Background: an optimization exercise with open tools, aiming at small area, a short achievable clock period and few clock cycles per item. Do not read the settings as production practice.
Function was checked by simulation only, so behaviour that the tests miss may differ from the original.
Power is estimated from default activity; no workload was simulated.

==> inputs of 06-08 <==
==> flow/design.v (excerpt) <==
module dut #(
    parameter int DATAW = 16
)(
    input  wire                 clk,
    input  wire                 rst_n,
    input  wire                 in_valid,
    output wire                 in_ready,
    input  wire signed [DATAW-1:0] in_data,
    output reg                  out_valid,
    input  wire                 out_ready,
    output wire signed [2*DATAW-1:0] out_data
);
==> flow/config.mk <==
export PLATFORM = sky130hd
export DESIGN_NAME = dut
export DESIGN_NICKNAME = dut
export VERILOG_FILES = /design/flow/design.v
export SDC_FILE = /design/flow/constraint.sdc
export NUM_CORES = 4
export LEC_CHECK = 0
export CAP_MARGIN = 20
export CORE_MARGIN = 2
export CORE_UTILIZATION = 65
export CTS_BUF_LIST = sky130_fd_sc_hd__clkbuf_4
export PLACE_DENSITY = 0.75
export SLEW_MARGIN = 20
==> flow/constraint.sdc <==
create_clock -name core_clock -period 7.5 [get_ports {clk}]
set_input_delay 1.5000 -clock core_clock [delete_from_list [all_inputs] [get_ports {clk}]]
set_output_delay 1.5000 -clock core_clock [all_outputs]
set_load 0.01 [all_outputs]
standard.sh (not shown) runs the stock make flow with config.mk's settings and CLKGATE_MAP_FILE= SYNTH_SCRIPT=/design/flow/synth_recipe.tcl, a recipe that flattens the netlist after the stock synthesis.
==> flow/flow/run.sh <==
#!/bin/bash
# Own layout flow: the standard ORFS flow with two changes.
#  1. After the standard synthesis, flow/polarity.py picks the polarity of
#     each full adder (self-dual) and simple gate so that the inverters Yosys's
#     extract_fa leaves around full adders go away.  Registers, ports and the
#     function are unchanged.
#  2. The port buffers that buffer_ports inserts are sky130_fd_sc_hd__buf_2
#     instead of its default (the slow clkdlybuf4s50_1 delay buffer).
# Each step writes its full output to a log file in this folder.
set -euo pipefail
RES=$PWD/orfs/results/${FLOW_PLATFORM}/dut/base
bash standard.sh synth > standard_synth.log 2>&1
cp $RES/1_2_yosys.v synth_standard.v
python3 flow/polarity.py $FLOW_HOME/platforms/sky130hd/lib/sky130_fd_sc_hd__tt_025C_1v80.lib \
    synth_standard.v $RES/1_2_yosys.v > polarity.log 2>&1
rm -f $RES/1_synth.odb $RES/1_synth.sdc
export BUFFER_PORTS_ARGS="-buffer_cell sky130_fd_sc_hd__buf_2"
bash standard.sh finish > standard_finish.log 2>&1
Other scripts of this flow, unchanged in this note and not shown: flow/flow/polarity.py
==> 10-13: changes against 06-08 <==
--- a/flow/design.v
+++ b/flow/design.v
@@ -294,62 +294,87 @@
     wire fc77 = (pp_11_14 & pp_12_13) | (pp_11_14 & m[13]) | (pp_12_13 & m[13]);
     wire [29:0] ra = {1'b0, pp_13_14, fc77, fc76, fc75, fc74, fc73, fc72, fc71, fc70, fc69, fc68, fc67, fc66, fc65, fc64, fc63, fc62, fc61, fc60, fc59, fc58, fc57, hc56, hc55, hs55, pp_0_2, pp_0_1, 1'b0, m[0]};
     wire [29:0] rb = {1'b0, m[14], pp_12_14, fs77, fs76, fs75, fs74, fs73, fs72, fs71, fs70, fs69, fs68, fs67, fs66, fs65, fs64, fs63, fs62, fs61, fs60, fs59, fs58, fs57, hs56, m[2], 1'b0, m[1], 1'b0, 1'b0};
     reg f_r;    
     reg [29:0] s_r;    
-    reg [6:0] g_r;    
-    reg [6:1] p_r;    
+    reg [7:0] g_r;    
     wire [8:0] bs0 = {1'b0, ra[7:0]} + {1'b0, rb[7:0]};
-    wire [4:0] bs1 = {1'b0, ra[11:8]} + {1'b0, rb[11:8]};
-    wire bp1 = &(ra[11:8] ^ rb[11:8]);
-    wire [4:0] bs2 = {1'b0, ra[15:12]} + {1'b0, rb[15:12]};
-    wire bp2 = &(ra[15:12] ^ rb[15:12]);
-    wire [4:0] bs3 = {1'b0, ra[19:16]} + {1'b0, rb[19:16]};
-    wire bp3 = &(ra[19:16] ^ rb[19:16]);
-    wire [4:0] bs4 = {1'b0, ra[23:20]} + {1'b0, rb[23:20]};
-    wire bp4 = &(ra[23:20] ^ rb[23:20]);
-    wire [4:0] bs5 = {1'b0, ra[27:24]} + {1'b0, rb[27:24]};
-    wire bp5 = &(ra[27:24] ^ rb[27:24]);
-    wire [2:0] bs6 = {1'b0, ra[29:28]} + {1'b0, rb[29:28]};
-    wire bp6 = &(ra[29:28] ^ rb[29:28]);
+    wire [3:0] bs1 = {1'b0, ra[10:8]} + {1'b0, rb[10:8]};
+    wire [3:0] bs2 = {1'b0, ra[13:11]} + {1'b0, rb[13:11]};
+    wire [3:0] bs3 = {1'b0, ra[16:14]} + {1'b0, rb[16:14]};
+    wire [3:0] bs4 = {1'b0, ra[19:17]} + {1'b0, rb[19:17]};
+    wire [3:0] bs5 = {1'b0, ra[22:20]} + {1'b0, rb[22:20]};
+    wire [3:0] bs6 = {1'b0, ra[25:23]} + {1'b0, rb[25:23]};
+    wire [3:0] bs7 = {1'b0, ra[28:26]} + {1'b0, rb[28:26]};
+    wire [1:0] bs8 = {1'b0, ra[29:29]} + {1'b0, rb[29:29]};
     always @(posedge clk) begin
         if (v1 && en2) begin
             f_r <= a1[15];
             s_r[7:0] <= bs0[7:0];
             g_r[0] <= bs0[8];
-            s_r[11:8] <= bs1[3:0];
-            g_r[1] <= bs1[4];
-            p_r[1] <= bp1;
-            s_r[15:12] <= bs2[3:0];
-            g_r[2] <= bs2[4];
-            p_r[2] <= bp2;
-            s_r[19:16] <= bs3[3:0];
-            g_r[3] <= bs3[4];
-            p_r[3] <= bp3;
-            s_r[23:20] <= bs4[3:0];
-            g_r[4] <= bs4[4];
-            p_r[4] <= bp4;
-            s_r[27:24] <= bs5[3:0];
-            g_r[5] <= bs5[4];
-            p_r[5] <= bp5;
-            s_r[29:28] <= bs6[1:0];
-            g_r[6] <= bs6[2];
-            p_r[6] <= bp6;
+            s_r[10:8] <= bs1[2:0];
+            g_r[1] <= bs1[3];
+            s_r[13:11] <= bs2[2:0];
+            g_r[2] <= bs2[3];
+            s_r[16:14] <= bs3[2:0];
+            g_r[3] <= bs3[3];
+            s_r[19:17] <= bs4[2:0];
+            g_r[4] <= bs4[3];
+            s_r[22:20] <= bs5[2:0];
+            g_r[5] <= bs5[3];
+            s_r[25:23] <= bs6[2:0];
+            g_r[6] <= bs6[3];
+            s_r[28:26] <= bs7[2:0];
+            g_r[7] <= bs7[3];
+            s_r[29:29] <= bs8[0:0];
         end
     end
-    wire [6:1] cin;
-    assign cin[1] = g_r[0];
-    assign cin[2] = g_r[1] | (p_r[1] & cin[1]);
-    assign cin[3] = g_r[2] | (p_r[2] & cin[2]);
-    assign cin[4] = g_r[3] | (p_r[3] & cin[3]);
-    assign cin[5] = g_r[4] | (p_r[4] & cin[4]);
-    assign cin[6] = g_r[5] | (p_r[5] & cin[5]);
+    wire bp1 = &s_r[10:8];
+    wire bp2 = &s_r[13:11];
+    wire bp3 = &s_r[16:14];
+    wire bp4 = &s_r[19:17];
+    wire bp5 = &s_r[22:20];
+    wire bp6 = &s_r[25:23];
+    wire bp7 = &s_r[28:26];
+    wire pg0 = g_r[1] | (bp1 & g_r[0]);
+    wire pg1 = g_r[3] | (bp3 & g_r[2]);
+    wire pp1 = bp3 & bp2;
+    wire pg2 = g_r[2] | (bp2 & pg0);
+    wire pg3 = pg1 | (pp1 & pg0);
+    wire pg4 = g_r[5] | (bp5 & g_r[4]);
+    wire pp4 = bp5 & bp4;
+    wire pg5 = g_r[7] | (bp7 & g_r[6]);
+    wire pp5 = bp7 & bp6;
+    wire pg6 = g_r[6] | (bp6 & pg4);
+    wire pp6 = bp6 & pp4;
+    wire pg7 = pg5 | (pp5 & pg4);
+    wire pp7 = pp5 & pp4;
+    wire pg8 = g_r[4] | (bp4 & pg3);
+    wire pg9 = pg4 | (pp4 & pg3);
+    wire pg10 = pg6 | (pp6 & pg3);
+    wire pg11 = pg7 | (pp7 & pg3);
     wire [29:0] sq;
     assign sq[7:0] = s_r[7:0];
-    assign sq[11:8] = s_r[11:8] + {3'd0, cin[1]};
-    assign sq[15:12] = s_r[15:12] + {3'd0, cin[2]};
-    assign sq[19:16] = s_r[19:16] + {3'd0, cin[3]};
-    assign sq[23:20] = s_r[23:20] + {3'd0, cin[4]};
-    assign sq[27:24] = s_r[27:24] + {3'd0, cin[5]};
-    assign sq[29:28] = s_r[29:28] + {1'd0, cin[6]};
+    assign sq[8] = s_r[8] ^ (g_r[0]);
+    assign sq[9] = s_r[9] ^ (g_r[0] & s_r[8]);
+    assign sq[10] = s_r[10] ^ (g_r[0] & s_r[8] & s_r[9]);
+    assign sq[11] = s_r[11] ^ (pg0);
+    assign sq[12] = s_r[12] ^ (pg0 & s_r[11]);
+    assign sq[13] = s_r[13] ^ (pg0 & s_r[11] & s_r[12]);
+    assign sq[14] = s_r[14] ^ (pg2);
+    assign sq[15] = s_r[15] ^ (pg2 & s_r[14]);
+    assign sq[16] = s_r[16] ^ (pg2 & s_r[14] & s_r[15]);
+    assign sq[17] = s_r[17] ^ (pg3);
+    assign sq[18] = s_r[18] ^ (pg3 & s_r[17]);
+    assign sq[19] = s_r[19] ^ (pg3 & s_r[17] & s_r[18]);
+    assign sq[20] = s_r[20] ^ (pg8);
+    assign sq[21] = s_r[21] ^ (pg8 & s_r[20]);
+    assign sq[22] = s_r[22] ^ (pg8 & s_r[20] & s_r[21]);
+    assign sq[23] = s_r[23] ^ (pg9);
+    assign sq[24] = s_r[24] ^ (pg9 & s_r[23]);
+    assign sq[25] = s_r[25] ^ (pg9 & s_r[23] & s_r[24]);
+    assign sq[26] = s_r[26] ^ (pg10);
+    assign sq[27] = s_r[27] ^ (pg10 & s_r[26]);
+    assign sq[28] = s_r[28] ^ (pg10 & s_r[26] & s_r[27]);
+    assign sq[29] = s_r[29] ^ (pg11);
     assign out_data = {1'b0, f_r, sq[29:2], 1'b0, sq[0]};
 endmodule
==> flow/flow/run.sh (replaced) <==
#!/bin/bash
# Own layout flow: the standard ORFS flow with two changes.
#  1. After the standard synthesis, flow/polarity.py picks the polarity of
#     each full adder (self-dual) and simple gate so that the inverters Yosys's
#     extract_fa leaves around full adders go away.  Registers, ports and the
#     function are unchanged.
#  2. The port buffers that buffer_ports inserts are sky130_fd_sc_hd__buf_1
#     instead of its default (the slow clkdlybuf4s50_1 delay buffer).
# Each step writes its full output to a log file in this folder.
set -euo pipefail
RES=$PWD/orfs/results/${FLOW_PLATFORM}/dut/base
bash standard.sh synth > standard_synth.log 2>&1
cp $RES/1_2_yosys.v synth_standard.v
python3 flow/polarity.py $FLOW_HOME/platforms/sky130hd/lib/sky130_fd_sc_hd__tt_025C_1v80.lib \
    synth_standard.v $RES/1_2_yosys.v > polarity.log 2>&1
rm -f $RES/1_synth.odb $RES/1_synth.sdc
export BUFFER_PORTS_ARGS="-buffer_cell sky130_fd_sc_hd__buf_1"
bash standard.sh finish > standard_finish.log 2>&1
- CTS_BUF_LIST: sky130_fd_sc_hd__clkbuf_4 -> sky130_fd_sc_hd__clkbuf_16
- CTS_CLUSTER_SIZE: default -> 30
- SETUP_SLACK_MARGIN: default -> 3.75
==> comparison table <==
metric                                                                         06-08                       10-13
Switching power total                                                         707 uW                      695 uW
Clock-cell share of area                                                       3.23%                       2.23%
Crit end category                                                          flip-flop                 output port
Synthesized instance count                                                       497                         506
Cell count after placement                                                       628                         636
Capture point of the worst path                                     g_r[3]$_DFFE_PP_                out_data[28]
Worst hold slack after final layout                                         0.437 ns                    0.444 ns
Vias per std cell                                                               5.49                        5.61
Number of gates resized after CTS                                                  0                           5
Worst path bufs/invs                                                               1                           2
Type of the worst setup path                                  flip-flop to flip-flop    flip-flop to output port
Sequential group share of total power                                          30.2%                       31.1%
Area taken by flip-flops and latches                                       1760 um^2                   1640 um^2
Routed wl met3                                                                322 um                      467 um
Result of the run                                            complete, no violations     complete, no violations
Area of the die                                                            9770 um^2                   9580 um^2
Root buffer cell                                           sky130_fd_sc_hd__clkbuf_4  sky130_fd_sc_hd__clkbuf_16
Inserted Clock Buffers                                                             9                           5
Portion of the layout cell area used by non-clock buffers                      4.06%                       7.57%
Layout cell share with drive strength beyond 1                                 14.7%                       11.0%
Met1 Usage GRT                                                                 29.2%                       31.7%
Highest clock frequency the design can meet                                0.249 GHz                   0.269 GHz
Final non-filler cell total                                                      644                         681
Area added between synthesis and finish                                        7.40%                       10.8%
Syn Area/Cell                                                              11.8 um^2                   11.3 um^2
Required time worst endpoint                                                 7.68 ns                     6.00 ns
Testbench counts of 06-08, summed over its fixed seeds: cycles 16,016, items 16,000.
Testbench counts of 10-13, summed over its fixed seeds: cycles 16,016, items 16,000.

separate check: timing with driven ports:
The results above use ideal ports. As a check the final layouts listed here were re-extracted and re-timed, cells and wires unchanged.
Step 1, drivers: a clkbuf_16 drives clk and a buf_2 each remaining input, both assumed.
Step 2 also shifts input and output timing later by t, the mid clock arrival at the registers, as if the neighbouring blocks saw the same clock.
Three values: ideal ports, drivers, drivers and shift; two values: the first two.
| run | shift t [ns] | setup WS [ns] | hold WS [ns] |
|---|---|---|---|
| 06-08 | 0.444 | 3.485 / 3.485 / 3.485 | 0.437 / 0.437 / 0.437 |
| 10-13 | 0.328 | 3.780 / 3.743 / 3.873 | 0.444 / 0.444 / 0.444 |
After both steps every run listed still meets setup and hold.
